Background: an optimization exercise with open tools, aiming at small area, a short achievable clock period and few clock cycles. Do not read the settings as production practice.
The RTL was checked by simulation tests, not by an equivalence proof against the original design.

==> exp/yarrow <==
==> flow/design.v <==
module fp32_fma (
    input         clk,
    input  [31:0] a,
    input  [31:0] b,
    input  [31:0] c,
    output [31:0] result
);
wire        sa = a[31], sb = b[31], sc = c[31];
wire [7:0]  ea = a[30:23], eb = b[30:23], ec = c[30:23];
wire [22:0] fa = a[22:0],  fb = b[22:0],  fc = c[22:0];
wire a_zero = (ea == 8'd0);
wire b_zero = (eb == 8'd0);
wire c_zero = (ec == 8'd0);
wire sp  = sa ^ sb;
wire sub = sp ^ sc;
wire [23:0] x = {1'b1, fa};
wire [23:0] y = {1'b1, fb};
wire [25:0] yy = {2'b00, y};
wire [47:0] row [0:12];
genvar gi;
generate
    for (gi = 0; gi < 12; gi = gi + 1) begin : g_booth
        wire y2 = yy[2*gi+1];
        wire y1 = yy[2*gi];
        wire y0 = (gi == 0) ? 1'b0 : yy[2*gi-1];
        wire one = y1 ^ y0;
        wire two = (y2 & ~y1 & ~y0) | (~y2 & y1 & y0);
        wire neg = y2;
        wire [24:0] mag = ({25{one}} & {1'b0, x}) | ({25{two}} & {x, 1'b0});
        wire [24:0] ppx = mag ^ {25{neg}};
        wire [27:0] r0 = (gi == 0) ? {~neg, neg, neg, ppx} : {1'b1, ~neg, ppx};
        wire        pn = (gi == 0) ? 1'b0 : yy[2*gi-1];
        wire [47:0] rr = ({20'd0, r0} << (2*gi)) | ({47'd0, pn} << ((gi == 0) ? 0 : 2*gi-2));
        assign row[gi] = rr;
    end
endgenerate
assign row[12] = ({24'd0, x & {24{y[23]}}} << 24) | ({47'd0, y[23]} << 22);
function [95:0] csa;
    input [47:0] p, q, r;
    reg [47:0] s, k;
    begin
        s = p ^ q ^ r;
        k = (p & q) | (p & r) | (q & r);
        csa = {k[46:0], 1'b0, s};
    end
endfunction
wire [95:0] t1a = csa(row[0], row[1], row[2]);
wire [95:0] t1b = csa(row[3], row[4], row[5]);
wire [95:0] t1c = csa(row[6], row[7], row[8]);
wire [95:0] t1d = csa(row[9], row[10], row[11]);
wire [95:0] t2a = csa(t1a[47:0], t1a[95:48], t1b[47:0]);
wire [95:0] t2b = csa(t1b[95:48], t1c[47:0], t1c[95:48]);
wire [95:0] t2c = csa(t1d[47:0], t1d[95:48], row[12]);
wire [95:0] t3a = csa(t2a[47:0], t2a[95:48], t2b[47:0]);
wire [95:0] t3b = csa(t2b[95:48], t2c[47:0], t2c[95:48]);
wire [95:0] t4a = csa(t3a[47:0], t3a[95:48], t3b[47:0]);
wire [95:0] t5a = csa(t4a[47:0], t4a[95:48], t3b[95:48]);
wire [9:0] rs_full = {2'b00, ea} + {2'b00, eb} - {2'b00, ec} - 10'd100;
wire [6:0] rs0 = rs_full[9] ? 7'd0 : (rs_full > 10'd76) ? 7'd76 : rs_full[6:0];
reg [47:0] s1_ps, s1_pc;
reg [6:0]  s1_rs;
always @(posedge clk) begin
    s1_ps <= t5a[47:0];
    s1_pc <= t5a[95:48];
    s1_rs <= rs0;
end
wire [47:0] prod = s1_ps + s1_pc;
wire [23:0] mc = c_zero ? 24'd0 : {1'b1, fc};
wire [75:0] c_wide = {1'b0, mc, 51'd0} >> s1_rs;
reg  [23:0] lowmask;
integer j;
always @(*)
    for (j = 0; j < 24; j = j + 1)
        lowmask[j] = ({1'b0, s1_rs} >= 8'd51 + j);
wire c_stk = |(mc & lowmask);
reg [47:0] s2_p;
reg [75:0] s2_cx;
always @(posedge clk) begin
    s2_p  <= prod;
    s2_cx <= {c_wide[75:1], c_stk} ^ {76{sub}};
end
wire [75:0] p_win = {27'd0, s2_p, 1'b0};
wire [75:0] hh = p_win ^ s2_cx;
wire [75:0] gg = p_win & s2_cx;
wire [75:0] pg_g [0:7];
wire [75:0] pg_p [0:7];
assign pg_g[0] = gg;
assign pg_p[0] = hh;
generate
    for (gi = 0; gi < 7; gi = gi + 1) begin : g_pfx
        genvar bi;
        for (bi = 0; bi < 76; bi = bi + 1) begin : g_bit
            if ((bi >> gi) & 1) begin : g_op
                localparam integer J = ((bi >> gi) << gi) - 1;
                assign pg_g[gi+1][bi] = pg_g[gi][bi] | (pg_p[gi][bi] & pg_g[gi][J]);
                assign pg_p[gi+1][bi] = pg_p[gi][bi] & pg_p[gi][J];
            end else begin : g_pass
                assign pg_g[gi+1][bi] = pg_g[gi][bi];
                assign pg_p[gi+1][bi] = pg_p[gi][bi];
            end
        end
    end
endgenerate
wire [75:0] cg = pg_g[7];
wire [75:0] cp = pg_p[7];
wire [75:0] sum0 = hh ^ {cg[74:0], 1'b0};
wire [75:0] sum1 = hh ^ ({cg[74:0], 1'b1} | {cp[74:0], 1'b1});
wire        neg  = sub & ~(cg[75] | cp[75]);
wire [75:0] mag  = ~sub ? sum0 : neg ? ~sum0 : sum1;
reg [75:0] s3_m;
reg        s3_neg;
always @(posedge clk) begin
    s3_m   <= mag;
    s3_neg <= neg;
end
wire [79:0] v = {s3_m, 4'b0000};
wire [9:0]  gnz;
generate
    for (gi = 0; gi < 10; gi = gi + 1) begin : g_nz
        assign gnz[gi] = |v[8*gi +: 8];
    end
endgenerate
wire [103:0] vp = {v, 24'd0};
wire [9:0]   por;     
assign por[0] = gnz[0];
generate
    for (gi = 1; gi < 10; gi = gi + 1) begin : g_por
        assign por[gi] = por[gi-1] | gnz[gi];
    end
endgenerate
wire [9:0] hot;
generate
    for (gi = 0; gi < 9; gi = gi + 1) begin : g_hot
        if (gi == 8) begin : g_top
            assign hot[gi] = gnz[9];
        end else begin : g_mid
            assign hot[gi] = gnz[gi+1] & ~|gnz[9:gi+2];
        end
    end
endgenerate
assign hot[9] = ~|gnz[9:1];
reg [3:0]  kc;
reg [31:0] vs;
reg        vstk;
integer k;
always @(*) begin
    kc = 4'd0;
    vs = 32'd0;
    vstk = 1'b0;
    for (k = 0; k < 9; k = k + 1) begin
        if (hot[k]) kc = kc | (4'd8 - k[3:0]);
        vs = vs | ({32{hot[k]}} & vp[8*k+8 +: 32]);
        if (k >= 3) vstk = vstk | (hot[k] & por[k-3]);
    end
    if (hot[9]) kc = 4'd9;
    vs = vs | ({32{hot[9]}} & vp[31:0]);
end
wire zero_sum = ~|gnz;
reg [31:0] s4_v;
reg        s4_stk;
reg [3:0]  s4_kc;
reg        s4_zero;
reg        s4_neg;
always @(posedge clk) begin
    s4_v    <= vs;
    s4_stk  <= vstk;
    s4_kc   <= kc;
    s4_zero <= zero_sum;
    s4_neg  <= s3_neg;
end
reg [2:0] kf;      
always @(*) begin
    casez (s4_v[31:24])
        8'b1???????: kf = 3'd0;
        8'b01??????: kf = 3'd1;
        8'b001?????: kf = 3'd2;
        8'b0001????: kf = 3'd3;
        8'b00001???: kf = 3'd4;
        8'b000001??: kf = 3'd5;
        8'b0000001?: kf = 3'd6;
        default:     kf = 3'd7;
    endcase
end
wire [31:0] nv    = s4_v << kf;
wire [23:0] mant  = nv[31:8];
wire        guard = nv[7];
wire        stick = (|nv[6:0]) | s4_stk;
wire        inc   = guard & (stick | mant[0]);
wire [24:0] mant_r = {1'b0, mant} + {24'd0, inc};
wire [10:0] e_pre = {3'd0, ea} + {3'd0, eb} - 11'd99 - {4'd0, s4_kc, 3'd0} - {8'd0, kf};
wire a_inf = (ea == 8'hff) && (fa == 23'd0);
wire b_inf = (eb == 8'hff) && (fb == 23'd0);
wire c_inf = (ec == 8'hff) && (fc == 23'd0);
wire a_nan = (ea == 8'hff) && (fa != 23'd0);
wire b_nan = (eb == 8'hff) && (fb != 23'd0);
wire c_nan = (ec == 8'hff) && (fc != 23'd0);
wire prod_inf  = a_inf | b_inf;
wire prod_zero = a_zero | b_zero;
wire res_nan = a_nan | b_nan | c_nan |
               (a_inf & b_zero) | (a_zero & b_inf) |
               (prod_inf & c_inf & sub);
wire c_big = ~c_zero & rs_full[9];
wire x_nan  = res_nan;
wire x_inf  = ~res_nan & (prod_inf | c_inf);
wire x_sinf = prod_inf ? sp : sc;
wire x_zero = ~res_nan & ~prod_inf & ~c_inf & prod_zero & c_zero;
wire x_c    = ~res_nan & ~prod_inf & ~c_inf & ~c_zero & (prod_zero | c_big);
reg [24:0] s5_m;
reg [10:0] s5_e;
reg        s5_zero, s5_neg;
reg        s5_nan, s5_inf, s5_sinf, s5_z, s5_c;
always @(posedge clk) begin
    s5_m      <= mant_r;
    s5_e      <= e_pre;
    s5_zero   <= s4_zero;
    s5_neg    <= s4_neg;
    s5_nan    <= x_nan;
    s5_inf    <= x_inf;
    s5_sinf   <= x_sinf;
    s5_z      <= x_zero;
    s5_c      <= x_c;
end
wire       rc    = s5_m[24];
wire [10:0] e_r  = s5_e + {10'd0, rc};
wire       e_ovf = ~e_r[10] & (e_r[9:0] >= 10'd255);
wire       e_unf = e_r[10] | (e_r == 11'd0);
wire       rsign = s5_neg ? sc : sp;
reg [31:0] res;
always @(*) begin
    if (s5_nan)
        res = 32'h7fc00000;
    else if (s5_inf)
        res = {s5_sinf, 8'hff, 23'd0};
    else if (s5_z)
        res = {sp & sc, 31'd0};
    else if (s5_c)
        res = c;
    else if (s5_zero)
        res = 32'd0;
    else if (e_ovf)
        res = {rsign, 8'hff, 23'd0};
    else if (e_unf)
        res = {rsign, 31'd0};
    else
        res = {rsign, e_r[7:0], s5_m[22:0]};
end
assign result = res;
endmodule
module core2float (
    input             clk_i,
    input             rst_i,
    input             strobe_i,
    input      [31:0] dev_addr_i,
    input             rw_i,
    input      [3:0]  byte_enable_i,
    input      [31:0] data_i,
    output reg        data_ready_o,
    output reg [31:0] data_o,
    output reg [31:0] float_a_data,
    output reg [31:0] float_b_data,
    output     [31:0] float_c_data,
    input      [31:0] float_result
);
wire [13:0] waddr = dev_addr_i[15:2];
wire raddr_status = (dev_addr_i[11:0] == 12'h8);
wire wr      = strobe_i & rw_i;
wire w_go    = wr & (waddr == 14'h1);
wire w_clear = wr & (waddr == 14'h3);
wire w_a     = wr & (waddr[13:10] == 4'd0) & (waddr[9:2] != 8'd0);
wire w_b     = wr & (waddr[13:10] != 4'd0);
wire rd_res  = strobe_i & ~rw_i & ~raddr_status;
reg [3:0] lanes;
always @(*) begin
    case (byte_enable_i)
        4'b1111: lanes = 4'b1111;
        4'b0001: lanes = 4'b0001;
        4'b0010: lanes = 4'b0010;
        4'b0100: lanes = 4'b0100;
        4'b1000: lanes = 4'b1000;
        default: lanes = 4'b0000;
    endcase
end
reg [31:0] result_q;    
reg        acc_valid;   
reg        done;        
reg [3:0]  busy;        
integer l;
always @(posedge clk_i) begin
    if (rst_i) begin
        float_a_data <= 32'd0;
        float_b_data <= 32'd0;
    end else begin
        for (l = 0; l < 4; l = l + 1) begin
            if (w_a & lanes[l]) float_a_data[8*l +: 8] <= data_i[8*l +: 8];
            if (w_b & lanes[l]) float_b_data[8*l +: 8] <= data_i[8*l +: 8];
        end
    end
end
always @(posedge clk_i) begin
    if (rst_i) begin
        busy <= 4'd0;
        done <= 1'b0;
        acc_valid <= 1'b0;
        result_q <= 32'd0;
        data_ready_o <= 1'b0;
    end else begin
        busy <= {busy[2:0], w_go};
        data_ready_o <= strobe_i;
        if (busy[0]) done <= 1'b1;
        else if (rd_res) done <= 1'b0;
        if (busy[3]) begin
            result_q <= float_result;
            acc_valid <= 1'b1;
        end else if (w_clear) begin
            acc_valid <= 1'b0;
        end
    end
end
wire [31:0] result_next = busy[3] ? float_result : result_q;
always @(posedge clk_i)
    data_o <= raddr_status ? {31'd0, done} : result_next;
assign float_c_data = acc_valid ? result_q : 32'd0;
endmodule
module dsa_top (
    input         clk,
    input         rst,
    input         strobe_i,
    input  [31:0] dev_addr_i,
    input         rw_i,
    input  [3:0]  byte_enable_i,
    input  [31:0] data_i,
    output        data_ready_o,
    output [31:0] data_o
);
wire [31:0] f_a, f_b, f_c, f_result;
core2float Data_feeder (
    .clk_i(clk),
    .rst_i(rst),
    .strobe_i(strobe_i),
    .dev_addr_i(dev_addr_i),
    .rw_i(rw_i),
    .byte_enable_i(byte_enable_i),
    .data_i(data_i),
    .data_ready_o(data_ready_o),
    .data_o(data_o),
    .float_a_data(f_a),
    .float_b_data(f_b),
    .float_c_data(f_c),
    .float_result(f_result)
);
fp32_fma float (
    .clk(clk),
    .a(f_a),
    .b(f_b),
    .c(f_c),
    .result(f_result)
);
endmodule
==> flow/run.sh <==
#!/bin/bash
# synth_recipe.tcl (not shown) runs the flow's synth.tcl, then flattens the netlist and writes it again
# the make line also repeats each setting of config.mk as NAME=value (left out here)
make -C /OpenROAD-flow-scripts/flow DESIGN_CONFIG=/design/flow/config.mk WORK_HOME=/design/flow/orfs CLKGATE_MAP_FILE= SYNTH_SCRIPT=/design/flow/synth_recipe.tcl finish
==> flow/config.mk <==
export PLATFORM = sky130hd
export DESIGN_NAME = dsa_top
export DESIGN_NICKNAME = dsa_top
export VERILOG_FILES = /design/flow/design.v
export SDC_FILE = /design/flow/constraint.sdc
export NUM_CORES = 4
export LEC_CHECK = 0
export CAP_MARGIN = 20
export CORE_MARGIN = 2
export CORE_UTILIZATION = 40
export SLEW_MARGIN = 20
==> flow/constraint.sdc <==
create_clock -name core_clock -period 12.5 [get_ports {clk}]
set_input_delay 2.5000 -clock core_clock [delete_from_list [all_inputs] [get_ports {clk}]]
set_output_delay 2.5000 -clock core_clock [all_outputs]
set_load 0.01 [all_outputs]
==> exp/sierra: changes against exp/yarrow <==
--- a/flow/design.v
+++ b/flow/design.v
@@ -54,17 +54,18 @@
 wire [95:0] t3a = csa(t2a[47:0], t2a[95:48], t2b[47:0]);
 wire [95:0] t3b = csa(t2b[95:48], t2c[47:0], t2c[95:48]);
 wire [95:0] t4a = csa(t3a[47:0], t3a[95:48], t3b[47:0]);
-wire [95:0] t5a = csa(t4a[47:0], t4a[95:48], t3b[95:48]);
 wire [9:0] rs_full = {2'b00, ea} + {2'b00, eb} - {2'b00, ec} - 10'd100;
 wire [6:0] rs0 = rs_full[9] ? 7'd0 : (rs_full > 10'd76) ? 7'd76 : rs_full[6:0];
-reg [47:0] s1_ps, s1_pc;
+reg [47:0] s1_r0, s1_r1, s1_r2;
 reg [6:0]  s1_rs;
 always @(posedge clk) begin
-    s1_ps <= t5a[47:0];
-    s1_pc <= t5a[95:48];
+    s1_r0 <= t4a[47:0];
+    s1_r1 <= t4a[95:48];
+    s1_r2 <= t3b[95:48];
     s1_rs <= rs0;
 end
-wire [47:0] prod = s1_ps + s1_pc;
+wire [95:0] t5a = csa(s1_r0, s1_r1, s1_r2);
+wire [47:0] prod = t5a[47:0] + t5a[95:48];
 wire [23:0] mc = c_zero ? 24'd0 : {1'b1, fc};
 wire [75:0] c_wide = {1'b0, mc, 51'd0} >> s1_rs;
 reg  [23:0] lowmask;
@@ -186,7 +187,7 @@
 wire        guard = nv[7];
 wire        stick = (|nv[6:0]) | s4_stk;
 wire        inc   = guard & (stick | mant[0]);
-wire [24:0] mant_r = {1'b0, mant} + {24'd0, inc};
+wire        rcy   = inc & (&mant);
 wire [10:0] e_pre = {3'd0, ea} + {3'd0, eb} - 11'd99 - {4'd0, s4_kc, 3'd0} - {8'd0, kf};
 wire a_inf = (ea == 8'hff) && (fa == 23'd0);
 wire b_inf = (eb == 8'hff) && (fb == 23'd0);
@@ -205,12 +206,15 @@
 wire x_sinf = prod_inf ? sp : sc;
 wire x_zero = ~res_nan & ~prod_inf & ~c_inf & prod_zero & c_zero;
 wire x_c    = ~res_nan & ~prod_inf & ~c_inf & ~c_zero & (prod_zero | c_big);
-reg [24:0] s5_m;
+reg [23:0] s5_m;
+reg        s5_inc, s5_rcy;
 reg [10:0] s5_e;
 reg        s5_zero, s5_neg;
 reg        s5_nan, s5_inf, s5_sinf, s5_z, s5_c;
 always @(posedge clk) begin
-    s5_m      <= mant_r;
+    s5_m      <= mant;
+    s5_inc    <= inc;
+    s5_rcy    <= rcy;
     s5_e      <= e_pre;
     s5_zero   <= s4_zero;
     s5_neg    <= s4_neg;
@@ -220,7 +224,8 @@
     s5_z      <= x_zero;
     s5_c      <= x_c;
 end
-wire       rc    = s5_m[24];
+wire [23:0] mant_r = s5_m + {23'd0, s5_inc};
+wire       rc    = s5_rcy;
 wire [10:0] e_r  = s5_e + {10'd0, rc};
 wire       e_ovf = ~e_r[10] & (e_r[9:0] >= 10'd255);
 wire       e_unf = e_r[10] | (e_r == 11'd0);
@@ -242,7 +247,7 @@
     else if (e_unf)
         res = {rsign, 31'd0};
     else
-        res = {rsign, e_r[7:0], s5_m[22:0]};
+        res = {rsign, e_r[7:0], mant_r[22:0]};
 end
 assign result = res;
 endmodule
@@ -255,7 +260,7 @@
     input      [3:0]  byte_enable_i,
     input      [31:0] data_i,
     output reg        data_ready_o,
-    output reg [31:0] data_o,
+    output     [31:0] data_o,
     output reg [31:0] float_a_data,
     output reg [31:0] float_b_data,
     output     [31:0] float_c_data,
@@ -308,17 +313,15 @@
         data_ready_o <= strobe_i;
         if (busy[0]) done <= 1'b1;
         else if (rd_res) done <= 1'b0;
-        if (busy[3]) begin
-            result_q <= float_result;
-            acc_valid <= 1'b1;
-        end else if (w_clear) begin
-            acc_valid <= 1'b0;
-        end
+        if (busy[3]) result_q <= float_result;
+        if (w_clear) acc_valid <= 1'b0;
+        else if (busy[3]) acc_valid <= 1'b1;
     end
 end
-wire [31:0] result_next = busy[3] ? float_result : result_q;
+reg rd_status;
 always @(posedge clk_i)
-    data_o <= raddr_status ? {31'd0, done} : result_next;
+    rd_status <= raddr_status;
+assign data_o = rd_status ? {31'd0, done} : result_q;
 assign float_c_data = acc_valid ? result_q : 32'd0;
 endmodule
 module dsa_top (
==> flow/flow/run.sh (new file) <==
#!/bin/bash
# Standard ORFS layout (the standard.sh) with two changes to how the
# layout is optimised; the SDC, clock period and all other settings are the standard flow's:
#  - timing repair aims at a slack margin, so that repair_timing also works
#    on paths that already meet the clock period;
#  - the port buffers that ORFS inserts on every input and output are buf_4
#    cells instead of the default delay buffer.
set -euo pipefail
export SETUP_SLACK_MARGIN=8.75
export BUFFER_PORTS_ARGS="-buffer_cell sky130_fd_sc_hd__buf_4"
bash standard.sh > standard.log 2>&1
==> flow/standard.sh (new file) <==
#!/bin/bash
# synth_recipe.tcl (not shown) runs the flow's synth.tcl, then flattens the netlist and writes it again
# the make line also repeats each setting of config.mk as NAME=value (left out here)
make -C /OpenROAD-flow-scripts/flow DESIGN_CONFIG=/design/flow/config.mk WORK_HOME=/design/flow/orfs CLKGATE_MAP_FILE= SYNTH_SCRIPT=/design/flow/synth_recipe.tcl "${@:-finish}"
removed: flow/run.sh
==> results.toml <==
[worst_setup_path]
path_max_fanout = 3
crit_type = "flop to output port"
crit_required_ns = 10.00
path_buf_inv = 1

[finish]
design.seq.count = 511
area_growth_pct = 12.3

[outcome]
outcome = "no timing/DRC/antenna violations"

[routing]
wl_met1_mm = 61.5

[synthesis]
synth-simple-area-share_pct = 16.4
synth_fp_nets = 5854
postSynthCellCount = 5308
synth_xor_area_share_pct = 5.62

[floorplanning]
nWellTaps = 1391
initial_core_util_pct = 40.3

[power]
power.switching_mw = 1.96
The numbers above come from exp/sierra.

==> results.toml <==
[synthesis]
synth_compound_area_share_pct = 21.4
postSynthCellCount = 5320
synth-simple-area-share_pct = 16.2
synth_xor_area_share_pct = 5.60

[worst_setup_path]
crit_required_ns = 13.02
path_max_fanout = 21
crit_type = "flop to flop"
path_buf_inv = 5

[outcome]
outcome = "no timing/DRC/antenna violations"

[floorplanning]
initial_core_util_pct = 40.3

[finish]
design.seq.count = 514
area_growth_pct = 8.71

[power]
power.switching_mw = 2.12

[routing]
wl_met1_mm = 59.8
The numbers above come from exp/yarrow.

Testbench counts of exp/yarrow, summed over its fixed seeds: cycles 10,304.
Testbench counts of exp/sierra, summed over its fixed seeds: cycles 10,304.

-- separate check: timing with driven ports --
The results above use ideal ports. As a check the final layouts listed here were re-extracted and re-timed, cells and wires unchanged. Step 1: set_driving_cell puts a clkbuf_16 on clk and a buf_2 on each other input, an assumption about the parent block. Step 2, shift: input delay + t, output delay - t, t = (earliest + latest rising clock arrival at the registers) / 2. This alone moves slack from input paths to output paths. Three values: ideal ports, drivers, drivers and shift; two values: the first two.
run	shift t [ns]	setup WS [ns]	worst data-port slew with drivers (ns)
exp/yarrow	0.724	7.495 / 7.495 / 7.137	0.06
exp/sierra	0.711	8.550 / 8.484 / 8.282	0.06
After both steps setup and hold are still met in every run listed. For exp/yarrow, which loses most, drivers alone change the setup slack by 0.000 ns; drivers and shift together by -0.358 ns.
